From an optimization exercise on the open Yosys and OpenROAD flow, aimed at small area, a short achievable clock period and few clock cycles per item; shortcuts taken in it are not production practice.
Only simulation tests tie the RTL to the original design; equivalence was not proved.
No activity file was given, so power comes from the tool's default toggle rates.

==> flow/design.v <==
typedef enum logic [2:0] {
  SEW8=0,
  SEW16=1,
  SEW32=2,
  SEW64=3
} RVVSEW;
typedef enum logic [2:0] {
  LMUL1=0,
  LMUL2=1,
  LMUL4=2,
  LMUL8=3,
  LMULRESERVED=4,
  LMUL1_8=5,  
  LMUL1_4=6,  
  LMUL1_2=7   
} RVVLMUL;
typedef enum logic [1:0] {
  RNU = 0,
  RNE = 1,
  RDN = 2,
  ROD = 3
} RVVXRM;
typedef struct packed {
  logic [$clog2(128)+1-1:0]         vl;        
  logic [$clog2(128)-1:0]     vstart;
  logic [1-1:0]  ma;         
  logic [1-1:0]  ta;         
  RVVXRM                        xrm;       
  RVVSEW                        sew;
  RVVLMUL                       lmul;
} RVVConfigState;
typedef enum logic [1:0] {
  LOAD=0,
  STORE=1,
  RVV=2
} RVVOpCode;
typedef struct packed {
  RVVOpCode             opcode;    
  logic [24:0]          bits;      
} RVVInstruction;
typedef struct packed {
  RVVOpCode             opcode;
  logic [24:0]          bits;
  logic [31:0]          rs1;
  RVVConfigState        arch_state;
} RVVCmd;
typedef enum logic [2:0] {
  ALU,
  MUL,
  MAC,
  PMT,
  RDT,
  CMP,
  DIV,
  LSU
} EXE_UNIT_e;
  parameter  OPIVV=3'b000;       
  parameter  OPFVV=3'b001;       
  parameter  OPMVV=3'b010;       
  parameter  OPIVI=3'b011;       
  parameter  OPIVX=3'b100;       
  parameter  OPFVF=3'b101;       
  parameter  OPMVX=3'b110;       
  parameter  OPCFG=3'b111;       
  parameter VADD            =   6'b000_000;
  parameter VSUB            =   6'b000_010;
  parameter VRSUB           =   6'b000_011;
  parameter VMINU           =   6'b000_100;
  parameter VMIN            =   6'b000_101;
  parameter VMAXU           =   6'b000_110;
  parameter VMAX            =   6'b000_111;
  parameter VAND            =   6'b001_001;
  parameter VOR             =   6'b001_010;
  parameter VXOR            =   6'b001_011;
  parameter VRGATHER        =   6'b001_100;
  parameter VSLIDEUP_RGATHEREI16    =   6'b001_110;
  parameter VSLIDEDOWN      =   6'b001_111;
  parameter VADC            =   6'b010_000;
  parameter VMADC           =   6'b010_001;
  parameter VSBC            =   6'b010_010;
  parameter VMSBC           =   6'b010_011;
  parameter VMERGE_VMV      =   6'b010_111;      
  parameter VMSEQ           =   6'b011_000;
  parameter VMSNE           =   6'b011_001;
  parameter VMSLTU          =   6'b011_010;
  parameter VMSLT           =   6'b011_011;
  parameter VMSLEU          =   6'b011_100;
  parameter VMSLE           =   6'b011_101;
  parameter VMSGTU          =   6'b011_110;
  parameter VMSGT           =   6'b011_111;
  parameter VSADDU          =   6'b100_000;
  parameter VSADD           =   6'b100_001;
  parameter VSSUBU          =   6'b100_010;
  parameter VSSUB           =   6'b100_011;
  parameter VSLL            =   6'b100_101;
  parameter VSMUL_VMVNRR    =   6'b100_111;      
  parameter VSRL            =   6'b101_000;
  parameter VSRA            =   6'b101_001;
  parameter VSSRL           =   6'b101_010;
  parameter VSSRA           =   6'b101_011;
  parameter VNSRL           =   6'b101_100;
  parameter VNSRA           =   6'b101_101;
  parameter VNCLIPU         =   6'b101_110;
  parameter VNCLIP          =   6'b101_111;
  parameter VWREDSUMU       =   6'b110_000;
  parameter VWREDSUM        =   6'b110_001;   
  parameter VREDSUM         =   6'b000_000;
  parameter VREDAND         =   6'b000_001;
  parameter VREDOR          =   6'b000_010;
  parameter VREDXOR         =   6'b000_011;
  parameter VREDMINU        =   6'b000_100;
  parameter VREDMIN         =   6'b000_101;
  parameter VREDMAXU        =   6'b000_110;
  parameter VREDMAX         =   6'b000_111;
  parameter VAADDU          =   6'b001_000;
  parameter VAADD           =   6'b001_001;
  parameter VASUBU          =   6'b001_010;
  parameter VASUB           =   6'b001_011;
  parameter VSLIDE1UP       =   6'b001_110;
  parameter VSLIDE1DOWN     =   6'b001_111;
  parameter VWXUNARY0       =   6'b010_000;      
  parameter VXUNARY0        =   6'b010_010;      
  parameter VMUNARY0        =   6'b010_100;      
  parameter VCOMPRESS       =   6'b010_111;
  parameter VMANDN          =   6'b011_000;
  parameter VMAND           =   6'b011_001;
  parameter VMOR            =   6'b011_010;
  parameter VMXOR           =   6'b011_011;
  parameter VMORN           =   6'b011_100;
  parameter VMNAND          =   6'b011_101;
  parameter VMNOR           =   6'b011_110;
  parameter VMXNOR          =   6'b011_111;
  parameter VDIVU           =   6'b100_000;
  parameter VDIV            =   6'b100_001;
  parameter VREMU           =   6'b100_010;
  parameter VREM            =   6'b100_011;
  parameter VMULHU          =   6'b100_100;
  parameter VMUL            =   6'b100_101;
  parameter VMULHSU         =   6'b100_110;
  parameter VMULH           =   6'b100_111;
  parameter VMADD           =   6'b101_001;
  parameter VNMSUB          =   6'b101_011;
  parameter VMACC           =   6'b101_101;
  parameter VNMSAC          =   6'b101_111;
  parameter VWADDU          =   6'b110_000;
  parameter VWADD           =   6'b110_001;
  parameter VWSUBU          =   6'b110_010;
  parameter VWSUB           =   6'b110_011;
  parameter VWADDU_W        =   6'b110_100;
  parameter VWADD_W         =   6'b110_101;
  parameter VWSUBU_W        =   6'b110_110;
  parameter VWSUB_W         =   6'b110_111;
  parameter VWMULU          =   6'b111_000;
  parameter VWMULSU         =   6'b111_010;
  parameter VWMUL           =   6'b111_011;
  parameter VWMACCU         =   6'b111_100;
  parameter VWMACC          =   6'b111_101;
  parameter VWMACCUS        =   6'b111_110;
  parameter VWMACCSU        =   6'b111_111;  
  parameter VMV_X_S         =   5'b00000;
  parameter VCPOP           =   5'b10000;
  parameter VFIRST          =   5'b10001;
  parameter VMV_S_X         =   5'b00000;   
  parameter VZEXT_VF4       =   5'b00100;
  parameter VSEXT_VF4       =   5'b00101;
  parameter VZEXT_VF2       =   5'b00110;
  parameter VSEXT_VF2       =   5'b00111;
  parameter VMSBF           =   5'b00001;
  parameter VMSOF           =   5'b00010;
  parameter VMSIF           =   5'b00011;
  parameter VIOTA           =   5'b10000;
  parameter VID             =   5'b10001;
typedef enum logic [1:0] {
  US,          
  IU,          
  CS,          
  IO           
} LSU_MOP_e;
typedef enum logic [1:0] {
  US_US,          
  US_WR,          
  US_MK,          
  US_FF           
} LSU_UMOP_e;
  parameter  UNIT_STRIDE       = 3'b000;
  parameter  UNORDERED_INDEX   = 3'b001;
  parameter  CONSTANT_STRIDE   = 3'b010;
  parameter  ORDERED_INDEX     = 3'b011;
  parameter  US_REGULAR        = 5'b00000;
  parameter  US_WHOLE_REGISTER = 5'b01000;
  parameter  US_MASK           = 5'b01011;
  parameter  US_FAULT_FIRST    = 5'b10000;
typedef enum logic [0:0] {
  IS_LOAD,        
  IS_STORE        
} LSU_IS_STORE_e;
typedef enum logic [0:0] {
  IS_SEGMENT,
  NONE      
} LSU_IS_SEG_e;
typedef struct packed {
  LSU_MOP_e         lsu_mop;
  LSU_UMOP_e        lsu_umop;
  LSU_IS_STORE_e    lsu_is_store;
  LSU_IS_SEG_e      lsu_is_seg;
} LSU_TYPE_t;
typedef union packed {
  logic   [6-1:0]         ari_funct6;
  LSU_TYPE_t                          lsu_funct6;
} FUNCT6_u;
typedef enum logic [2:0] {
  VVV,
  XVV,
  VVX,
  VXX,
  XVX,
  XXV,
  XXX
} UOP_CLASS_e;
typedef enum logic [3:0] {
  EMUL1,
  EMUL2,
  EMUL3,
  EMUL4,
  EMUL5,
  EMUL6,
  EMUL7,
  EMUL8,
  EMUL_NONE      
} EMUL_e;
typedef enum logic [2:0] {
  EEW_NONE,     
  EEW1,
  EEW8, 
  EEW16,
  EEW32
} EEW_e;
  parameter NREG1 = 3'b000;  
  parameter NREG2 = 3'b001;
  parameter NREG4 = 3'b011;
  parameter NREG8 = 3'b111;
  parameter NF1 = 3'b000;  
  parameter NF2 = 3'b001;
  parameter NF3 = 3'b010;
  parameter NF4 = 3'b011;
  parameter NF5 = 3'b100;
  parameter NF6 = 3'b101;
  parameter NF7 = 3'b110;
  parameter NF8 = 3'b111;
typedef struct packed {
  logic   [3-1:0]         uop_funct3;
  FUNCT6_u                            uop_funct6;
  EXE_UNIT_e                          uop_exe_unit; 
  UOP_CLASS_e                         uop_class;   
  RVVConfigState                      vector_csr;  
  logic   [$clog2(128)+1-1:0]             vs_evl;              
  logic                               ignore_vma;
  logic                               ignore_vta;
  logic                               force_vma_agnostic;  
  logic                               force_vta_agnostic;  
  logic                               vm;                  
  logic                               v0_valid;            
  logic   [5-1:0]  vd_index;            
  EEW_e                               vd_eew;  
  logic                               vd_valid;
  logic                               vs3_valid;           
  logic   [5-1:0]  vs1;              
  EEW_e                               vs1_eew;            
  logic                               vs1_index_valid;
  logic                               vs1_opcode_valid;
  logic   [5-1:0]  vs2_index; 	         
  EEW_e                               vs2_eew;
  logic                               vs2_valid;
  logic   [5-1:0]  rd_index; 	         
  logic                               rd_index_valid; 
  logic   [32-1:0] 	              rs1_data;            
  logic        	                      rs1_data_valid;                                
  logic   [$clog2(8)-1:0]      uop_index;           
  logic                               first_uop_valid;     
  logic                               last_uop_valid;      
  logic   [$clog2(8)-1:0]      seg_field_index;     
} UOP_QUEUE_t;    
typedef enum logic [1:0] {
  NOT_CHANGE = 2'b00,          
  TAIL       = 2'b01,          
  BODY_INACTIVE = 2'b10,       
  BODY_ACTIVE   = 2'b11        
} BYTE_TYPE_e;
typedef enum logic [0:0] {
  VRF,
  XRF
} W_DATA_TYPE_e;
typedef enum logic [1:0] {
  TRAP_DECODE,              
  TRAP_LSU,                 
  TRAP_LSU_FF               
} TRAP_INFO_e;
typedef BYTE_TYPE_e [(128/8)-1:0]      BYTE_TYPE_t;
typedef struct packed {
  logic   [$clog2(8)-1:0]      rob_entry;
  FUNCT6_u                            uop_funct6;  
  logic   [3-1:0]         uop_funct3;
  logic   [$clog2(128)-1:0]         vstart;
  logic   [$clog2(128)+1-1:0]             vl;       
  logic                               vm;               
  RVVXRM                              vxrm;       
  logic   [128-1:0]                 v0_data;
  logic                               v0_data_valid;
  logic   [128-1:0]                 vd_data;
  logic                               vd_data_valid;
  EEW_e                               vd_eew;  
  logic   [5-1:0]  vs1;              
  logic   [128-1:0]                 vs1_data;           
  logic                               vs1_data_valid; 
  logic   [128-1:0]                 vs2_data;	        
  logic                               vs2_data_valid;  
  EEW_e                               vs2_eew;
  logic   [32-1:0] 	              rs1_data;        
  logic        	                      rs1_data_valid;                                   
  logic   [$clog2(8)-1:0]      uop_index;      
} ALU_RS_t;    
typedef struct packed {
  logic   [$clog2(8)-1:0]      rob_entry;
  FUNCT6_u                            uop_funct6;
  logic   [3-1:0]         uop_funct3;
  logic   [128-1:0]                 vs1_data;           
  logic                               vs1_data_valid; 
  logic   [128-1:0]                 vs2_data;	        
  logic                               vs2_data_valid;  
  EEW_e                               vs2_eew;
  logic   [32-1:0] 	              rs1_data;     
  logic        	                      rs1_data_valid;                                   
} DIV_RS_t; 
typedef struct packed {   
  logic   [$clog2(8)-1:0]      rob_entry;
  FUNCT6_u                            uop_funct6;
  logic   [3-1:0]         uop_funct3;
  RVVXRM                              vxrm;       
  logic   [128-1:0]                 vs1_data;           
  logic                               vs1_data_valid; 
  logic   [128-1:0]                 vs2_data;	        
  logic                               vs2_data_valid; 
  EEW_e                               vs2_eew;  
  logic   [128-1:0]                 vs3_data;	 
  logic                               vs3_data_valid; 
  logic   [32-1:0] 	              rs1_data;          
  logic          	                    rs1_data_valid;   
  logic   [$clog2(8)-1:0]      uop_index; 
} MUL_RS_t;    
typedef struct packed {   
  logic   [$clog2(8)-1:0]      rob_entry;
  EXE_UNIT_e                          uop_exe_unit; 
  FUNCT6_u                            uop_funct6;
  logic   [3-1:0]         uop_funct3;
  logic   [$clog2(128)-1:0]         vstart;
  logic   [$clog2(128)+1-1:0]             vl;       
  logic   [$clog2(128)+1-1:0]             vlmax;       
  logic                               vm;               
  logic   [128-1:0]                 v0_data;
  logic                               v0_data_valid;
  logic   [128-1:0]                 vs1_data;          
  EEW_e                               vs1_eew;
  logic                               vs1_data_valid; 
  logic   [128-1:0]                 vs2_data;	        
  EEW_e                               vs2_eew;
  BYTE_TYPE_t                         vs2_type;
  logic                               vs2_data_valid; 
  logic   [128-1:0]                 vs3_data;	 
  logic                               vs3_data_valid; 
  logic   [32-1:0] 	              rs1_data;         
  logic        	                      rs1_data_valid;
  logic                               first_uop_valid;     
  logic                               last_uop_valid;     
  logic   [$clog2(8)-1:0]      uop_index;      
} PMT_RDT_RS_t;    
typedef struct packed {   
  logic                               vidx_valid; 
  logic   [5-1:0]  vidx_addr;
  logic   [128-1:0]                 vidx_data;             
  logic                               vregfile_read_valid; 
  logic   [5-1:0]  vregfile_read_addr;
  logic   [128-1:0]                 vregfile_read_data;    
  logic                               v0_valid;
  logic   [(128/8)-1:0]                v0_data;               
} UOP_RVV2LSU_t;    
typedef struct packed {
  logic   [$clog2(8)-1:0]      rob_entry;
  logic   [128-1:0]                 w_data;              
  logic                               w_valid;
  logic   [(128/8)-1:0]                vsaturate;
} PU2ROB_t;  
typedef struct packed {   
  logic                               valid;
  logic   [$clog2(8)-1:0]      rob_entry;
  LSU_IS_STORE_e                      lsu_class; 
  logic	[5-1:0] 	  vregfile_write_addr;  
} LSU_MAP_INFO_t; 
typedef struct packed {   
  logic                               vregfile_write_valid;
  logic	[5-1:0] 	  vregfile_write_addr;  
  logic	[128-1:0] 			          	vregfile_write_data;  	 
  logic                               lsu_vstore_last;
} UOP_LSU2RVV_t;  
typedef struct packed {
  logic                               w_valid;             
  logic [128-1:0]                   w_data;              
  logic [(128/8)-1:0]                  vsaturate;
} RES_ROB_t;
typedef struct packed {
  logic   [5-1:0]  w_index;             
  W_DATA_TYPE_e                       w_type;              
  BYTE_TYPE_t                         byte_type;           
  RVVConfigState                      vector_csr;          
  logic                               last_uop_valid;
} DP2ROB_t;
typedef struct packed {
  logic                               valid;               
  logic                               w_valid;             
  logic   [5-1:0]  w_index;             
  W_DATA_TYPE_e                       w_type;              
  logic   [128-1:0]                 w_data;              
  BYTE_TYPE_t                         byte_type;           
  RVVConfigState                      vector_csr;          
} ROB2DP_t;
typedef struct packed {
  logic                               w_valid;             
  logic   [5-1:0]  w_index;             
  logic   [128-1:0]                 w_data;              
  W_DATA_TYPE_e                       w_type;              
  BYTE_TYPE_t                         vd_type;             
  logic                               trap_flag;           
  RVVConfigState                      vector_csr;          
  logic   [(128/8)-1:0]                vxsaturate;          
} ROB2RT_t;  
typedef struct packed {
  logic                               valid;               
  DP2ROB_t                            uop_info;            
  RES_ROB_t                           uop_res;             
  logic                               uop_done;            
  logic                               trap;
} ROB_t;
typedef struct packed {
  logic   [5-1:0]  rt_index; 
  logic   [32-1:0]                 rt_data; 
}RT2XRF_t;
typedef struct packed {
  logic   [5-1:0]  rt_index; 
  logic   [128-1:0]                 rt_data;
  logic   [(128/8)-1:0]                rt_strobe; 
}RT2VRF_t;
typedef struct packed {
  logic   [$clog2(8)-1:0]      trap_uop_rob_entry;
} TRAP_t;  
typedef enum logic [0:0]{
  DIV_SIGN, 
  DIV_ZERO
} DIV_SIGN_SRC_e;   
module edff (q, en, d, clk, rst_n
);
  parameter WIDTH = 1;
  parameter INIT  = '0;
  output logic [WIDTH-1:0] q;
  input  logic             en;
  input  logic [WIDTH-1:0] d;
  input  logic             clk;
  input  logic             rst_n;
  always @(posedge clk or negedge rst_n)
    if (!rst_n)   q <= INIT;
    else if (en)  q <= d;
endmodule
module rvv_backend_div_unit_divider
(
  clk,
  rst_n,
  div_valid,
  opcode,
  src2_dividend,
  src1_divisor,
  result_quotient,
  result_remainder,
  result_valid,
  result_ready
);
  parameter DIV_WIDTH = 32;
  input   logic                 clk;
  input   logic                 rst_n;
  input   DIV_SIGN_SRC_e        opcode;
  input   logic                 div_valid;
  input   logic [DIV_WIDTH-1:0] src2_dividend;
  input   logic [DIV_WIDTH-1:0] src1_divisor;
  output  logic [DIV_WIDTH-1:0] result_quotient;
  output  logic [DIV_WIDTH-1:0] result_remainder;
  output  logic                 result_valid;
  input   logic                 result_ready;
  enum  logic [1:0] {DIV_IDLE, DIV_WORKING, DIV_PRINT, DIV_UNREACHABLE}
      state, next_state;
  logic [$clog2(DIV_WIDTH):0]   cnt_clzb;
  logic [$clog2(DIV_WIDTH):0]   clzb;
  logic [$clog2(DIV_WIDTH):0]   count_shift;
  logic [DIV_WIDTH-1:0]         quotient_r1;
  logic [DIV_WIDTH-1:0]         quotient_r2;
  logic [DIV_WIDTH-1:0]         quotient_r3;
  logic [DIV_WIDTH-1:0]         remainder_r1;
  logic [DIV_WIDTH-1:0]         remainder_r2;
  logic [DIV_WIDTH-1:0]         remainder_r3;
  logic [$clog2(DIV_WIDTH):0]   count_r1;
  logic [$clog2(DIV_WIDTH):0]   count_r2;
  logic [$clog2(DIV_WIDTH):0]   count_r3;
  logic                         dividend_en;
  logic [DIV_WIDTH-1:0]         dividend_d;
  logic [DIV_WIDTH-1:0]         dividend_q;
  logic                         divisor_en;
  logic [DIV_WIDTH-1:0]         divisor_d;
  logic [DIV_WIDTH-1:0]         divisor_q;
  logic                         quotient_en;
  logic [DIV_WIDTH-1:0]         quotient_d;
  logic [DIV_WIDTH-1:0]         quotient_q;
  logic                         remainder_en;
  logic [DIV_WIDTH-1:0]         remainder_d;
  logic [DIV_WIDTH-1:0]         remainder_q;
  logic                         count_en;
  logic [$clog2(DIV_WIDTH):0]   count_d;
  logic [$clog2(DIV_WIDTH):0]   count_q;
  logic                         q_sgn_en;
  logic                         q_sgn_d;
  logic                         q_sgn_q;
  logic                         r_sgn_en;
  logic                         r_sgn_d;
  logic                         r_sgn_q;
  edff
  #(
  .WIDTH    (DIV_WIDTH)
  )
  dividend
  (
    .clk    (clk),
    .rst_n  (rst_n),
    .en     (dividend_en),
    .d      (dividend_d),
    .q      (dividend_q)
  );
  edff
  #(
  .WIDTH    (DIV_WIDTH)
  )
  divisor
  (
    .clk    (clk),
    .rst_n  (rst_n),
    .en     (divisor_en),
    .d      (divisor_d),
    .q      (divisor_q)
  );
  edff
  #(
  .WIDTH    (DIV_WIDTH)
  )
  quotient
  (
    .clk    (clk),
    .rst_n  (rst_n),
    .en     (quotient_en),
    .d      (quotient_d),
    .q      (quotient_q)
  );
  edff
  #(
  .WIDTH    (DIV_WIDTH)
  )
  remainder
  (
    .clk    (clk),
    .rst_n  (rst_n),
    .en     (remainder_en),
    .d      (remainder_d),
    .q      (remainder_q)
  );
  edff
  #(
  .WIDTH    ($clog2(DIV_WIDTH)+1)
  )
  count
  (
    .clk    (clk),
    .rst_n  (rst_n),
    .en     (count_en),
    .d      (count_d),
    .q      (count_q)
  );
  edff
  #(
  .WIDTH    (1)
  )
  q_sgn
  (
    .clk    (clk),
    .rst_n  (rst_n),
    .en     (q_sgn_en),
    .d      (q_sgn_d),
    .q      (q_sgn_q)
  );
  edff
  #(
  .WIDTH    (1)
  )
  r_sgn
  (
    .clk    (clk),
    .rst_n  (rst_n),
    .en     (r_sgn_en),
    .d      (r_sgn_d),
    .q      (r_sgn_q)
  );
  always_ff @(posedge clk, negedge rst_n) begin
    if (rst_n=='b0) 
      state <= DIV_IDLE;
    else 
      state <= next_state;
  end
  always_comb begin
    next_state = state;
    case(state)
      DIV_IDLE: begin
        if(div_valid) begin
          if ((count_en=='b1)&(count_d=='b1))
            next_state = DIV_PRINT;
          else
            next_state = DIV_WORKING;
        end
      end
      DIV_WORKING: begin
        if(div_valid) begin
          if ((count_en=='b1)&(count_d=='b1))
            next_state = DIV_PRINT;
          else
            next_state = DIV_WORKING;
        end
      end
      DIV_PRINT: begin
        if ((div_valid)&(result_ready))
          next_state = DIV_IDLE;
        else
          next_state = DIV_PRINT;
      end
      DIV_UNREACHABLE: begin
        next_state = DIV_IDLE;
      end
      default: begin
        next_state = DIV_IDLE;
      end
    endcase
  end
  generate 
    if (DIV_WIDTH==32) begin
      assign clzb = f_clzb32(dividend_d);
      assign count_shift = 'd33 - clzb;            
    end
    else if (DIV_WIDTH==16) begin
      assign clzb = f_clzb16(dividend_d);
      assign count_shift = 'd17 - clzb;            
    end
    else if (DIV_WIDTH==8) begin
      assign clzb = f_clzb8(dividend_d);
      assign count_shift = 'd9 - clzb;            
    end
  endgenerate
  always_comb begin
    dividend_en      = 'b0;
    dividend_d       = 'b0;
    divisor_en       = 'b0;
    divisor_d        = 'b0;
    quotient_en      = 'b0;
    quotient_d       = 'b0;
    remainder_en     = 'b0;
    remainder_d      = 'b0;
    count_en         = 'b0;
    count_d          = 'b0;
    q_sgn_en         = 'b0;
    q_sgn_d          = 'b0;         
    r_sgn_en         = 'b0;
    r_sgn_d          = 'b0;
    cnt_clzb         = 'b0;
    quotient_r1      = 'b0;
    quotient_r2      = 'b0;
    quotient_r3      = 'b0;
    remainder_r1     = 'b0;
    remainder_r2     = 'b0;
    remainder_r3     = 'b0;
    count_r1         = 'b0;
    count_r2         = 'b0;
    count_r3         = 'b0;
    result_quotient  = 'b0;
    result_remainder = 'b0;
    result_valid     = 'b0;
    case(state)
      DIV_IDLE: begin
        if(div_valid) begin
          if(src1_divisor=='b0) begin
            dividend_en = 'b1;
            dividend_d  = 'b0;
            divisor_en = 'b1;
            divisor_d  = 'b0;
            quotient_en = 'b1;
            quotient_d  = '1;
            remainder_en = 'b1;
            remainder_d  = src2_dividend;
            q_sgn_en = 'b1;
            q_sgn_d  = 'b0;
            r_sgn_en = 'b1;
            r_sgn_d  = 'b0;
            count_en = 'b1;
            count_d  = 'b1;
          end
          else if ((opcode==DIV_SIGN)&(src2_dividend=={1'b1,{(DIV_WIDTH-1){1'b0}}})&(src1_divisor=='1)) begin
            dividend_en = 'b1;
            dividend_d  = 'b0;
            divisor_en = 'b1;
            divisor_d  = 'b0;
            quotient_en = 'b1;
            quotient_d  = {1'b1,{(DIV_WIDTH-1){1'b0}}};
            remainder_en = 'b1;
            remainder_d  = 'b0;
            q_sgn_en = 'b1;
            q_sgn_d  = 'b0;
            r_sgn_en = 'b1;
            r_sgn_d  = 'b0;
            count_en = 'b1;
            count_d  = 'b1;
          end
          else begin
            if(opcode==DIV_SIGN) begin
              dividend_d  = src2_dividend[DIV_WIDTH-1] ? (~(src2_dividend)+1) : src2_dividend;
              divisor_d  = src1_divisor[DIV_WIDTH-1] ? (~(src1_divisor )+1) : src1_divisor;
              q_sgn_d   = src2_dividend[DIV_WIDTH-1]^src1_divisor[DIV_WIDTH-1];
              r_sgn_d   = src2_dividend[DIV_WIDTH-1];
            end
            else begin
              dividend_d  = src2_dividend;
              divisor_d  = src1_divisor;
              q_sgn_d  = 'b0;
              r_sgn_d  = 'b0;
            end
            if ((dividend_d==dividend_q)&(divisor_d==divisor_q)&(q_sgn_d==q_sgn_q)&(r_sgn_d==r_sgn_q)) begin
              dividend_en = 'b0; 
              divisor_en = 'b0;
              q_sgn_en  = 'b0;
              r_sgn_en  = 'b0;
              count_en = 'b1;
              count_d  = 'b1;
            end
            else begin
              dividend_en = 'b1; 
              divisor_en = 'b1;
              q_sgn_en  = 'b1;
              r_sgn_en  = 'b1;
              cnt_clzb  = clzb;
              count_en  = 'b1;
              count_d   = count_shift;            
              quotient_en = 'b1;   
              quotient_d  = dividend_d<<cnt_clzb;
              remainder_en = 'b1;
              remainder_d  = 'b0;
            end
          end
        end
      end
      DIV_WORKING: begin
        if(div_valid) begin
          f_div_step (remainder_q ,quotient_q ,divisor_q,remainder_r1,quotient_r1);
          f_div_step (remainder_r1,quotient_r1,divisor_q,remainder_r2,quotient_r2);
          f_div_step (remainder_r2,quotient_r2,divisor_q,remainder_r3,quotient_r3);
          count_r1 = count_q - 'd1;
          count_r2 = count_q - 'd2;
          count_r3 = count_q - 'd3;
          quotient_en = 'b1;   
          remainder_en = 'b1;
          count_en = 'b1;
          case({{($clog2(DIV_WIDTH)-1){1'b0}},1'b1})
            count_r1: begin
              quotient_d  = quotient_r1;
              remainder_d = remainder_r1;
              count_d     = 'b1; 
            end
            count_r2: begin
              quotient_d  = quotient_r2;
              remainder_d = remainder_r2;
              count_d     = 'b1;            
            end
            default: begin
              quotient_d  = quotient_r3;
              remainder_d = remainder_r3;
              count_d     = count_r3;            
            end
          endcase
        end  
      end
      DIV_PRINT: begin
        result_valid = 'b1;
        result_quotient  = q_sgn_q ? ((~quotient_q )+'d1) : quotient_q;
        result_remainder = r_sgn_q ? ((~remainder_q)+'d1) : remainder_q;
        count_en = result_ready;
        count_d  = 'b0;
      end
    endcase
  end
  function [1:0] f_clzb2
  (   
    input logic [1:0] src
  );
    if (src==2'b00)
      f_clzb2 = 2'b10;
    else if (src==2'b01)
      f_clzb2 = 2'b01;
    else
      f_clzb2 = 2'b00;
  endfunction
  function [2:0] f_clzb4
  (
    input logic [3:0] src
  );
    logic [1:0] hi;
    logic [1:0] lo;
    hi = f_clzb2(src[3:2]);
    lo = f_clzb2(src[1:0]);
    if ((hi[1]==1'b1)&(lo[1]==1'b1))
      f_clzb4 = 3'b100;
    else if (hi[1]==1'b0)
      f_clzb4 = {1'b0,hi};
    else
      f_clzb4 = {2'b01,lo[0]};
  endfunction
  function [3:0] f_clzb8
  (
    input logic [7:0] src
  );
    logic [2:0] hi;
    logic [2:0] lo;
    hi = f_clzb4(src[7:4]);
    lo = f_clzb4(src[3:0]);
    if ((hi[2]==1'b1)&(lo[2]==1'b1))
      f_clzb8 = 4'b1000;
    else if (hi[2]==1'b0)
      f_clzb8 = {1'b0,hi};
    else
      f_clzb8 = {2'b01,lo[1:0]};
  endfunction
  function [4:0] f_clzb16
  (
    input logic [15:0] src
  );
    logic [3:0] hi;
    logic [3:0] lo;
    hi = f_clzb8(src[15:8]);
    lo = f_clzb8(src[7:0]);
    if ((hi[3]==1'b1)&(lo[3]==1'b1))
      f_clzb16 = 5'b1_0000;
    else if (hi[3]==1'b0)
      f_clzb16 = {1'b0,hi};
    else
      f_clzb16 = {2'b01,lo[2:0]};
  endfunction
  function [5:0] f_clzb32  
  (
    input logic [31:0] src
  );
    logic [4:0] hi;
    logic [4:0] lo;
    hi = f_clzb16(src[31:16]);
    lo = f_clzb16(src[15:0]);
    if ((hi[4]==1'b1)&(lo[4]==1'b1))
      f_clzb32 = 6'b10_0000;
    else if (hi[4]==1'b0)
      f_clzb32 = {1'b0,hi};
    else
      f_clzb32 = {2'b01,lo[3:0]};
  endfunction
  function void f_div_step
  (
    input  logic [DIV_WIDTH-1:0] remainder_in,
    input  logic [DIV_WIDTH-1:0] quotient_in,
    input  logic [DIV_WIDTH-1:0] divisor_in,
    output logic [DIV_WIDTH-1:0] remainder_out,
    output logic [DIV_WIDTH-1:0] quotient_out
  );
    logic [DIV_WIDTH-1:0] remainder_tmp;
    logic [DIV_WIDTH  :0] diff;
    remainder_tmp = {remainder_in[DIV_WIDTH-2:0],quotient_in[DIV_WIDTH-1]};
    diff = {1'b0,remainder_tmp} - {1'b0,divisor_in};
    if (diff[DIV_WIDTH]) begin
      remainder_out = remainder_tmp;
      quotient_out  = {quotient_in[DIV_WIDTH-2:0],1'b0};
    end
    else begin
      remainder_out = diff[DIV_WIDTH-1:0];
      quotient_out  = {quotient_in[DIV_WIDTH-2:0],1'b1};
    end
  endfunction
endmodule
module rvv_backend_div_unit
(
  clk,
  rst_n,
  div_uop_valid,
  div_uop,
  result_valid,
  result,
  result_ready
);
  input   logic     clk;
  input   logic     rst_n;
  input   logic     div_uop_valid;
  input   DIV_RS_t  div_uop;
  output  logic     result_valid;
  output  PU2ROB_t  result;
  input   logic     result_ready;
  logic   [$clog2(8)-1:0]  rob_entry;
  FUNCT6_u                        uop_funct6;
  logic   [3-1:0]     uop_funct3;
  logic   [128-1:0]             vs1_data;           
  logic                           vs1_data_valid; 
  logic   [128-1:0]             vs2_data;	        
  logic                           vs2_data_valid;  
  EEW_e                           vs2_eew;
  logic   [32-1:0] 	          rs1_data;        
  logic        	                  rs1_data_valid;
  logic                                                 uop_valid;
  logic   [(128/8)/2-1:0][8-1:0]               src2_data8;
  logic   [128/16/2-1:0][16-1:0]  src2_data16;
  logic   [128/32-1:0][32-1:0]      src2_data32;
  logic   [(128/8)/2-1:0][8-1:0]               src1_data8;
  logic   [128/16/2-1:0][16-1:0]  src1_data16;
  logic   [128/32-1:0][32-1:0]      src1_data32;
  logic   [(128/8)/2-1:0][8-1:0]               quotient8;
  logic   [128/16/2-1:0][16-1:0]  quotient16;
  logic   [128/32-1:0][32-1:0]      quotient32;
  logic   [(128/8)/2-1:0][8-1:0]               remainder8;
  logic   [128/16/2-1:0][16-1:0]  remainder16;
  logic   [128/32-1:0][32-1:0]      remainder32;
  logic   [(128/8)/2-1:0]                                result_valid8;
  logic   [128/16/2-1:0]                    result_valid16;
  logic   [128/32-1:0]                       result_valid32;
  logic   [128-1:0]                                   result_data; 
  logic                                                 result_all_valid; 
  DIV_SIGN_SRC_e                                        opcode;
  genvar                                                j;
  assign  rob_entry      = div_uop.rob_entry;
  assign  uop_funct6     = div_uop.uop_funct6;
  assign  uop_funct3     = div_uop.uop_funct3;
  assign  vs1_data       = div_uop.vs1_data;
  assign  vs1_data_valid = div_uop.vs1_data_valid;
  assign  vs2_data       = div_uop.vs2_data;
  assign  vs2_data_valid = div_uop.vs2_data_valid;
  assign  vs2_eew        = div_uop.vs2_eew;
  assign  rs1_data       = div_uop.rs1_data;
  assign  rs1_data_valid = div_uop.rs1_data_valid;
  always_comb begin
    uop_valid = 'b0;
    case(uop_funct3) 
      OPMVV: begin
        case(uop_funct6.ari_funct6)
          VDIVU,
          VDIV,
          VREMU,
          VREM: begin
            uop_valid = div_uop_valid&vs2_data_valid&vs1_data_valid;
          end
        endcase
      end
      OPMVX: begin
        case(uop_funct6.ari_funct6)
          VDIVU,
          VDIV,
          VREMU,
          VREM: begin
            uop_valid = div_uop_valid&vs2_data_valid&rs1_data_valid;
          end
        endcase
      end
    endcase
  end
  always_comb begin
    src2_data8   = 'b0;
    src2_data16  = 'b0;
    src2_data32  = 'b0;
    src1_data8   = 'b0;
    src1_data16  = 'b0;
    src1_data32  = 'b0;
    case(uop_funct3) 
      OPMVV: begin
        case(uop_funct6.ari_funct6)
          VDIVU,
          VREMU: begin
            case(vs2_eew)
              EEW8: begin
                for (int i=0;i<(128/8)/2;i++) begin
                  src2_data8[i] = vs2_data[i*8 +: 8];
                  src1_data8[i] = vs1_data[i*8 +: 8];
                end
                for (int i=(128/8)/2;i<(128/8)*3/4;i++) begin
                  src2_data16[i-(128/8)/2] = {8'b0,vs2_data[i*8 +: 8]};
                  src1_data16[i-(128/8)/2] = {8'b0,vs1_data[i*8 +: 8]};
                end
                for (int i=(128/8)*3/4;i<(128/8);i++) begin
                  src2_data32[i-(128/8)*3/4] = {24'b0,vs2_data[i*8 +: 8]};
                  src1_data32[i-(128/8)*3/4] = {24'b0,vs1_data[i*8 +: 8]};
                end
              end
              EEW16: begin
                for (int i=0;i<128/16/2;i++) begin
                  src2_data16[i] = vs2_data[i*16 +: 16];
                  src1_data16[i] = vs1_data[i*16 +: 16];
                end
                for (int i=128/16/2;i<128/16;i++) begin
                  src2_data32[i-128/16/2] = {16'b0,vs2_data[i*16 +: 16]};
                  src1_data32[i-128/16/2] = {16'b0,vs1_data[i*16 +: 16]};
                end
              end             
              EEW32: begin
                for (int i=0;i<128/32;i++) begin
                  src2_data32[i] = vs2_data[i*32 +: 32];
                  src1_data32[i] = vs1_data[i*32 +: 32];
                end             
              end
            endcase
          end
          VDIV,
          VREM: begin
            case(vs2_eew)
              EEW8: begin
                for (int i=0;i<(128/8)/2;i++) begin
                  src2_data8[i] = vs2_data[i*8 +: 8];
                  src1_data8[i] = vs1_data[i*8 +: 8];
                end
                for (int i=(128/8)/2;i<(128/8)*3/4;i++) begin
                  src2_data16[i-(128/8)/2] = {{8{vs2_data[(i+1)*8-1]}},vs2_data[i*8 +: 8]};
                  src1_data16[i-(128/8)/2] = {{8{vs1_data[(i+1)*8-1]}},vs1_data[i*8 +: 8]};
                end
                for (int i=(128/8)*3/4;i<(128/8);i++) begin
                  src2_data32[i-(128/8)*3/4] = {{24{vs2_data[(i+1)*8-1]}},vs2_data[i*8 +: 8]};
                  src1_data32[i-(128/8)*3/4] = {{24{vs1_data[(i+1)*8-1]}},vs1_data[i*8 +: 8]};
                end
              end
              EEW16: begin
                for (int i=0;i<128/16/2;i++) begin
                  src2_data16[i] = vs2_data[i*16 +: 16];
                  src1_data16[i] = vs1_data[i*16 +: 16];
                end
                for (int i=128/16/2;i<128/16;i++) begin
                  src2_data32[i-128/16/2] = {{16{vs2_data[(i+1)*16-1]}},vs2_data[i*16 +: 16]};
                  src1_data32[i-128/16/2] = {{16{vs1_data[(i+1)*16-1]}},vs1_data[i*16 +: 16]};
                end
              end             
              EEW32: begin
                for (int i=0;i<128/32;i++) begin
                  src2_data32[i] = vs2_data[i*32 +: 32];
                  src1_data32[i] = vs1_data[i*32 +: 32];
                end             
              end
            endcase
          end
        endcase
      end
      OPMVX: begin
        case(uop_funct6.ari_funct6)
          VDIVU,
          VREMU: begin
            case(vs2_eew)
              EEW8: begin
                for (int i=0;i<(128/8)/2;i++) begin
                  src2_data8[i] = vs2_data[i*8 +: 8];
                  src1_data8[i] = rs1_data[0             +: 8];
                end
                for (int i=(128/8)/2;i<(128/8)*3/4;i++) begin
                  src2_data16[i-(128/8)/2] = {8'b0,vs2_data[i*8 +: 8]};
                  src1_data16[i-(128/8)/2] = {8'b0,rs1_data[0             +: 8]};
                end
                for (int i=(128/8)*3/4;i<(128/8);i++) begin
                  src2_data32[i-(128/8)*3/4] = {24'b0,vs2_data[i*8 +: 8]};
                  src1_data32[i-(128/8)*3/4] = {24'b0,rs1_data[0             +: 8]};
                end
              end
              EEW16: begin
                for (int i=0;i<128/16/2;i++) begin
                  src2_data16[i] = vs2_data[i*16 +: 16];
                  src1_data16[i] = rs1_data[0              +: 16];
                end
                for (int i=128/16/2;i<128/16;i++) begin
                  src2_data32[i-128/16/2] = {16'b0,vs2_data[i*16 +: 16]};
                  src1_data32[i-128/16/2] = {16'b0,rs1_data[0              +: 16]};
                end
              end             
              EEW32: begin
                for (int i=0;i<128/32;i++) begin
                  src2_data32[i] = vs2_data[i*32 +: 32];
                  src1_data32[i] = rs1_data[0             +: 32];
                end             
              end
            endcase
          end
          VDIV,
          VREM: begin
            case(vs2_eew)
              EEW8: begin
                for (int i=0;i<(128/8)/2;i++) begin
                  src2_data8[i] = vs2_data[i*8 +: 8];
                  src1_data8[i] = rs1_data[0             +: 8];
                end
                for (int i=(128/8)/2;i<(128/8)*3/4;i++) begin
                  src2_data16[i-(128/8)/2] = {{8{vs2_data[(i+1)*8-1]}},vs2_data[i*8 +: 8]};
                  src1_data16[i-(128/8)/2] = {{8{rs1_data[      8-1]}},rs1_data[0             +: 8]};
                end
                for (int i=(128/8)*3/4;i<(128/8);i++) begin
                  src2_data32[i-(128/8)*3/4] = {{24{vs2_data[(i+1)*8-1]}},vs2_data[i*8 +: 8]};
                  src1_data32[i-(128/8)*3/4] = {{24{rs1_data[      8-1]}},rs1_data[0             +: 8]};
                end
              end
              EEW16: begin
                for (int i=0;i<128/16/2;i++) begin
                  src2_data16[i] = vs2_data[i*16 +: 16];
                  src1_data16[i] = rs1_data[0              +: 16];
                end
                for (int i=128/16/2;i<128/16;i++) begin
                  src2_data32[i-128/16/2] = {{16{vs2_data[(i+1)*16-1]}},vs2_data[i*16 +: 16]};
                  src1_data32[i-128/16/2] = {{16{rs1_data[      16-1]}},rs1_data[0              +: 16]};
                end
              end             
              EEW32: begin
                for (int i=0;i<128/32;i++) begin
                  src2_data32[i] = vs2_data[i*32 +: 32];
                  src1_data32[i] = rs1_data[0             +: 32];
                end             
              end
            endcase
          end
        endcase
      end
    endcase
  end
  always_comb begin
    opcode = DIV_SIGN;
    case(uop_funct3) 
      OPMVV,
      OPMVX: begin
        case(uop_funct6.ari_funct6)    
          VDIV,
          VREM: begin
            opcode = DIV_SIGN;
          end
          VDIVU,
          VREMU: begin
            opcode = DIV_ZERO;
          end
        endcase
      end
    endcase
  end
  generate
    for(j=0;j<(128/8)/2;j++) begin: DIVIDER8
      rvv_backend_div_unit_divider
      #(
        .DIV_WIDTH          (8)
      )
      divider_8bit
      (
        .clk                (clk),
        .rst_n              (rst_n),
        .div_valid          (uop_valid&(vs2_eew==EEW8)),
        .opcode             (opcode), 
        .src2_dividend      (src2_data8[j]),
        .src1_divisor       (src1_data8[j]),
        .result_quotient    (quotient8[j]),
        .result_remainder   (remainder8[j]),
        .result_valid       (result_valid8[j]),
        .result_ready       (result_ready&result_valid)
      );     
    end
  endgenerate 
  generate
    for(j=0;j<128/16/2;j++) begin: DIVIDER16
      rvv_backend_div_unit_divider
      #(
        .DIV_WIDTH          (16)
      )
      divider_16bit
      (
        .clk                (clk),
        .rst_n              (rst_n),
        .div_valid          (uop_valid&(vs2_eew!=EEW32)),
        .opcode             (opcode), 
        .src2_dividend      (src2_data16[j]),
        .src1_divisor       (src1_data16[j]),
        .result_quotient    (quotient16[j]),
        .result_remainder   (remainder16[j]),
        .result_valid       (result_valid16[j]),
        .result_ready       (result_ready&result_valid)
      );     
    end
  endgenerate 
  generate
    for(j=0;j<128/32;j++) begin: DIVIDER32
      rvv_backend_div_unit_divider
      #(
        .DIV_WIDTH          (32)
      )
      divider_32bit
      (
        .clk                (clk),
        .rst_n              (rst_n),
        .div_valid          (uop_valid),
        .opcode             (opcode), 
        .src2_dividend      (src2_data32[j]),
        .src1_divisor       (src1_data32[j]),
        .result_quotient    (quotient32[j]),
        .result_remainder   (remainder32[j]),
        .result_valid       (result_valid32[j]),
        .result_ready       (result_ready&result_valid)
      );     
    end
  endgenerate
  always_comb begin
    result_all_valid = 'b0;
    case(vs2_eew)
      EEW8: begin
        result_all_valid = ({result_valid8,result_valid16,result_valid32}=='1);
      end
      EEW16: begin
        result_all_valid = ({result_valid16,result_valid32}=='1);
      end
      EEW32: begin
        result_all_valid = (result_valid32=='1);
      end
    endcase
  end
  always_comb begin
    result_data = 'b0;
    case(uop_funct3) 
      OPMVV,
      OPMVX: begin
        case(uop_funct6.ari_funct6)
          VDIVU,
          VDIV: begin
            case(vs2_eew)
              EEW8: begin
                for (int i=0;i<(128/8)/2;i++) begin
                  result_data[i*8 +: 8] = quotient8[i];
                end
                for (int i=(128/8)/2;i<(128/8)*3/4;i++) begin
                  result_data[i*8 +: 8] = quotient16[i-(128/8)/2][0 +: 8];
                end
                for (int i=(128/8)*3/4;i<(128/8);i++) begin
                  result_data[i*8 +: 8] = quotient32[i-(128/8)*3/4][0 +: 8];
                end
              end
              EEW16: begin
                for (int i=0;i<128/16/2;i++) begin
                  result_data[i*16 +: 16] = quotient16[i];
                end
                for (int i=128/16/2;i<128/16;i++) begin
                  result_data[i*16 +: 16] = quotient32[i-128/16/2][0 +: 16];
                end
              end             
              EEW32: begin
                for (int i=0;i<128/32;i++) begin
                  result_data[i*32 +: 32] = quotient32[i];
                end             
              end
            endcase
          end
          VREMU,
          VREM: begin
            case(vs2_eew)
              EEW8: begin
                for (int i=0;i<(128/8)/2;i++) begin
                  result_data[i*8 +: 8] = remainder8[i];
                end
                for (int i=(128/8)/2;i<(128/8)*3/4;i++) begin
                  result_data[i*8 +: 8] = remainder16[i-(128/8)/2][0 +: 8];
                end
                for (int i=(128/8)*3/4;i<(128/8);i++) begin
                  result_data[i*8 +: 8] = remainder32[i-(128/8)*3/4][0 +: 8];
                end
              end
              EEW16: begin
                for (int i=0;i<128/16/2;i++) begin
                  result_data[i*16 +: 16] = remainder16[i];
                end
                for (int i=128/16/2;i<128/16;i++) begin
                  result_data[i*16 +: 16] = remainder32[i-128/16/2][0 +: 16];
                end
              end             
              EEW32: begin
                for (int i=0;i<128/32;i++) begin
                  result_data[i*32 +: 32] = remainder32[i];
                end             
              end
            endcase
          end
        endcase
      end
    endcase
  end
  assign result.rob_entry = rob_entry;
  assign result.w_data = result_data;
  assign result_valid = result_all_valid;
  assign result.w_valid = result_all_valid;
  assign result.vsaturate = 'b0;
endmodule
module rvv_div (
  input  logic         clk,
  input  logic         rst_n,
  input  logic         in_valid,
  input  logic [2:0]   in_rob_entry,
  input  logic [5:0]   in_funct6,
  input  logic [2:0]   in_funct3,
  input  logic [2:0]   in_eew,
  input  logic [127:0] in_vs1,
  input  logic [127:0] in_vs2,
  input  logic [31:0]  in_rs1,
  output logic         out_valid,
  output logic [2:0]   out_rob_entry,
  output logic [127:0] out_data,
  input  logic         out_ready
);
  DIV_RS_t uop;
  PU2ROB_t res;
  always_comb begin
    uop = '0;
    uop.rob_entry             = in_rob_entry;
    uop.uop_funct6.ari_funct6 = in_funct6;
    uop.uop_funct3            = in_funct3;
    uop.vs1_data              = in_vs1;
    uop.vs1_data_valid        = 1'b1;
    uop.vs2_data              = in_vs2;
    uop.vs2_data_valid        = 1'b1;
    uop.vs2_eew               = EEW_e'(in_eew);
    uop.rs1_data              = in_rs1;
    uop.rs1_data_valid        = 1'b1;
  end
  rvv_backend_div_unit u_div (
    .clk           (clk),
    .rst_n         (rst_n),
    .div_uop_valid (in_valid),
    .div_uop       (uop),
    .result_valid  (out_valid),
    .result        (res),
    .result_ready  (out_ready)
  );
  assign out_rob_entry = res.rob_entry;
  assign out_data      = res.w_data;
endmodule
==> flow/run.sh <==
#!/bin/bash
# synth_recipe.tcl (not shown) runs the flow's synth.tcl, then flattens the netlist and writes it again
# the make line also repeats each setting of config.mk as NAME=value (left out here)
make -C /OpenROAD-flow-scripts/flow DESIGN_CONFIG=/design/flow/config.mk WORK_HOME=/design/flow/orfs CLKGATE_MAP_FILE= SYNTH_SCRIPT=/design/flow/synth_recipe.tcl finish
==> flow/config.mk <==
export PLATFORM = sky130hd
export DESIGN_NAME = rvv_div
export DESIGN_NICKNAME = rvv_div
export VERILOG_FILES = /design/flow/design.v
export SDC_FILE = /design/flow/constraint.sdc
export NUM_CORES = 8
export LEC_CHECK = 0
export CAP_MARGIN = 40
export CORE_MARGIN = 2
export CORE_UTILIZATION = 45
export SETUP_SLACK_MARGIN = 0.5
export SLEW_MARGIN = 40
==> flow/constraint.sdc <==
create_clock -name core_clock -period 11.5 [get_ports {clk}]
set_input_delay 2.3000 -clock core_clock [delete_from_list [all_inputs] [get_ports {clk}]]
set_output_delay 2.3000 -clock core_clock [all_outputs]
set_load 0.01 [all_outputs]
==> results.txt <==
==> routing by layer <==
| metal | track usage (%) | vias to the layer above |
|---|---|---|
| met2 | 72.6 | 16300 |
| li1 | - | 86100 |
| met4 | 45.4 | 90 |
| met3 | 24.9 | 4239 |
| met5 | 1.33 | - |
| met1 | 64.0 | 98100 |
==> placed cells by master (no fill, tap or decap), drive strengths merged, types with 202 or more instances in the layout <==
| master | count |
|---|---|
| a211oi | 236 |
| a21o | 321 |
| a21oi | 1867 |
| a221oi | 262 |
| a22oi | 258 |
| a31oi | 358 |
| buf | 1448 |
| clkbuf | 222 |
| clkdlybuf4s50 | 413 |
| dfrtp | 1164 |
| ha | 952 |
| inv | 1004 |
| mux2 | 270 |
| mux2i | 580 |
| nand2 | 2816 |
| nand2b | 283 |
| nand3 | 467 |
| nand4 | 220 |
| nor2 | 2001 |
| nor2b | 202 |
| nor3 | 526 |
| nor4 | 221 |
| o211ai | 310 |
| o21ai | 2043 |
| o22ai | 235 |
| o31ai | 379 |
| or3 | 213 |
| xnor2 | 1263 |
| xor2 | 694 |
==> worst register-to-register path, delay by kind of cell (launching register included) <==
family,cells,cell delay [ns]
multiplexers,2,0.47
buffers and inverters,11,1.58
AO/OA/AOI/OAI,28,5.69
AND/OR/NAND/NOR,6,1.34
adder cells (fa/ha/maj),4,1.10
flip-flops,1,0.38
==> layout make-up <==
cell class              instances  area share, %
diodes                        186          0.244
clock buffers                 215           2.45
clock inverters                79          0.578
inverters                     999           1.97
multi-input cells           19400           67.9
flip-flops and latches       1164           15.3
well taps                    4950           3.25
repair buffers               1868           8.34
==> cell usage after synthesis, drive strengths merged, types with 220 or more instances <==
cell and instances:
inv 992, a221oi 262, o21ai 2043, nand4 220
a21o 321, nor4 221, o31ai 379, nand3 467
nand2b 283, xor2 694, buf 436, mux2i 580
o211ai 310, ha 952, nand2 2816, clkbuf 1111
a211oi 236, xnor2 1263, nor3 526, mux2 270
a31oi 358, a21oi 1867, a22oi 258, o22ai 235
nor2 2001, dfrtp 1164
==> registers in the layout, indices dropped and copies added, names as in the netlist <==
register and cells:
u_div.DIVIDER32.divider_32bit.dividend.q 128, u_div.DIVIDER32.divider_32bit.divisor.q 128, u_div.DIVIDER32.divider_32bit.quotient.q 128, u_div.DIVIDER32.divider_32bit.remainder.q 128, u_div.DIVIDER16.divider_16bit.dividend.q 64, u_div.DIVIDER16.divider_16bit.divisor.q 64
u_div.DIVIDER16.divider_16bit.quotient.q 64, u_div.DIVIDER16.divider_16bit.remainder.q 64, u_div.DIVIDER8.divider_8bit.dividend.q 64, u_div.DIVIDER8.divider_8bit.divisor.q 64, u_div.DIVIDER8.divider_8bit.quotient.q 64, u_div.DIVIDER8.divider_8bit.remainder.q 64
u_div.DIVIDER8.divider_8bit.count.q 32, u_div.DIVIDER32.divider_32bit.count.q 24, u_div.DIVIDER16.divider_16bit.count.q 20, u_div.DIVIDER8.divider_8bit.state 16, u_div.DIVIDER16.divider_16bit.state 8, u_div.DIVIDER32.divider_32bit.state 8
u_div.DIVIDER8.divider_8bit.q_sgn.q 8, u_div.DIVIDER8.divider_8bit.r_sgn.q 8, u_div.DIVIDER16.divider_16bit.q_sgn.q 4, u_div.DIVIDER16.divider_16bit.r_sgn.q 4, u_div.DIVIDER32.divider_32bit.q_sgn.q 4, u_div.DIVIDER32.divider_32bit.r_sgn.q 4
==> through the flow <==
step	cell area, um^2	total power [mW]
finish	191000	18.5
CTS	189000	17.9
global placement	182000	12.1
floorplan	166000	9.07
detailed placement	183000	12.1
global route	190000	19.1
==> power groups by stage <==
stage	clock network, mW	registers (mW)	logic (mW)
4_1_cts	5.79	4.22	7.88
6_report	5.83	4.23	8.47
5_1_grt	5.93	4.23	8.97
3_5_place_dp	0	4.29	7.79
2_1_floorplan	0	4.25	4.82
3_3_place_gp	0	4.29	7.81
==> cells by family (layout without fill, tap and decap cells) <==
family	Yosys count	after routing	share of synthesized area, %
AO/OA/AOI/OAI	7868	7868	30.7
AND/OR/NAND/NOR	7707	7707	21.6
buffers and inverters	2546	3161	6.24
XOR/XNOR	1993	1993	10.8
flip-flops	1164	1164	17.5
adder cells (fa/ha/maj)	1000	1000	7.74
multiplexers	855	855	5.39
other	0	186	0
==> path summary, 6_finish.rpt <==
kind,from,endpoint,slack (ns),depth (start not counted)
setup reg to reg,u_div.DIVIDER32[3].divider_32bit.quotient.q[31],u_div.DIVIDER32[3].divider_32bit.remainder.q[0],0.86,51
hold / removal,u_div.DIVIDER8[7].divider_8bit.divisor.q[2],u_div.DIVIDER8[7].divider_8bit.divisor.q[2],0.48,2
setup / recovery,u_div.DIVIDER32[3].divider_32bit.quotient.q[31],u_div.DIVIDER32[3].divider_32bit.remainder.q[0],0.86,51
min in group asynchronous,rst_n,u_div.DIVIDER32[0].divider_32bit.remainder.q[21],1.22,1
hold reg to reg,u_div.DIVIDER8[7].divider_8bit.divisor.q[2],u_div.DIVIDER8[7].divider_8bit.divisor.q[2],0.48,2
max in group asynchronous,rst_n,u_div.DIVIDER8[5].divider_8bit.count.q[3],8.10,4
==> what timing repair did <==
action,4_1_cts,5_1_grt
setup endpoints to repair,132,200
gates cloned,0,2
gates resized for setup,28,151
setup buffers,8,15
pin swaps,13,47
==> results.toml <==
[run_status]
status = "no timing/DRC/antenna violations"

[cts]
cts_inserted_buffers = 166
cts_tree = "yes"
cts_root_buf = "clkbuf_16"
clock_path_buffers = 4
clk_pin_slew_ns = 0.06
cts_hold_buf = 0
clk_latency_ns = 1.01
htreeDepth = 4
cts.sinks = 1164

[floorplanning]
num_io_pins = 439
die_h_um = 612
die_area_um2 = 375000
core_um2 = 369000
die_w_um = 612
rows = 223
initial_core_util_pct = 45.1

[detailed_routing]
drc_errors = 0
wl_um = 1060000
wl_met2_um = 404000
wl_met3_um = 161000
ant_nets = 0
wl_met1_um = 381000
via_per_inst = 7.09
drtIter0Drc = 34100
dr.pass1.iters = 11
highest_layer = "met5"
vias = 205000
wl_per_cell_um = 36.6

[sta]
final.setup.tns_ns = 0
whs_ns = 0.477
worst_slack_ns = 0.860
finalHoldViolations = 0
min_period_ns = 10.64
slew_violations = 0
period_share_pct = 92.5
fmax_ghz = 0.0940
rsz0062_at_grt = "yes"
finalSetupViolCount = 0
relSlewSlack_pct = 24.7
fin_worst_skew_ns = 0.0910
tightest_slew_ns = 1.13

[cells_and_area]
drive_above_1_share_pct = 11.3
fin_util_pct = 51.7
n_fill_cell = 36800
areaGrowthSynthToFinish_pct = 14.6
final_cell_count_no_fill = 28900
seqCellArea_um2 = 29100
multi_input_area_um2 = 129000
layout.nets = 24900

[place]
place_ws_ns = -0.653
dp_cells = 28400
dpl.hpwl_um = 841000
io_buffers = 432
gp_congestion = 1.16

[power]
ir_drop_v = 0.000164
power.switching_mw = 7.66
swShare_pct = 41.3
p_int_mw = 10.9
leakage_nw = 78.7
p_seq_share_pct = 22.8
powerDensity_nw_per_um2 = 97.2
clkPwrFrac_pct = 31.5
pwr-share-comb_pct = 45.7

[global_route]
grt_pass1_vias = 183000
grt_pass1_wl_um = 1440000
groute.usage.overall_pct = 53.8
grt_max_degree = 124
antenna_found_initial = 217
overflow = 0

[synthesis]
synth_top_area_share_pct = 17.5
synth.area.top_cells = "dfrtp_1 18%, ha_1 7.2%, xnor2_1 6.6%, nand2_1 6.3%, o21ai_0 6.0%"
synth-edff-count = 0
seq_area_frac_synth_pct = 17.5
synth_fp_nets = 24400
ys_types = 132
ys_ff_latch = 1164
syn_avg_cell_area_um2 = 7.19
synth_area_leader_cell = "dfrtp_1"
synthFlopType = "dfrtp_1"
syn_inst = 23100
ys_async_sr_fraction_pct = 100
syn_area_um2 = 166000
yosysWarningCount = 12

[critical_path]
crit_fanout = 11
cp_slowest_cell = "a221o_2"
critPathTopFamily = "compound AO/OA/AOI/OAI gates"
critPathKind = "reg2reg"
start_kind = "register"
critPathMaxStageDelay_ns = 0.48
end_kind = "register"
crit_arrival_ns = 11.47
path_common_cell = "buf_4"
crit_required_ns = 12.33
critPathBufInv = 11

[flow_run]
cap_violations = 0

[worst_hold_path]
min_path_type = "reg2reg"
Testbench counts, summed over its fixed seeds: cycles 268,954, uops 32,000.

[afterwards: timing with drivers on the ports]
No port has a modelled driver above. Below, the same layout with a new extraction and two added sets of constraints.
Step 1 assumes that a clkbuf_16 drives the clock port and a buf_2 every other input.
Step 2, shift: input delay + t, output delay - t, t = (earliest + latest rising clock arrival at the registers) / 2. This alone moves slack from input paths to output paths.
a / b / c = ideal / step 1 / step 2; a / b = the first two.
shift t [ns]: 1.093
slack for setup (ns): 0.860 / 0.860 / 0.490
hold WS [ns]: 0.477 / 0.477 / 0.477
cell pins on the clock port's net: 1
After both steps this run still meets setup and hold. For this run, drivers alone change the setup slack by 0.000 ns; drivers and shift together by -0.370 ns.
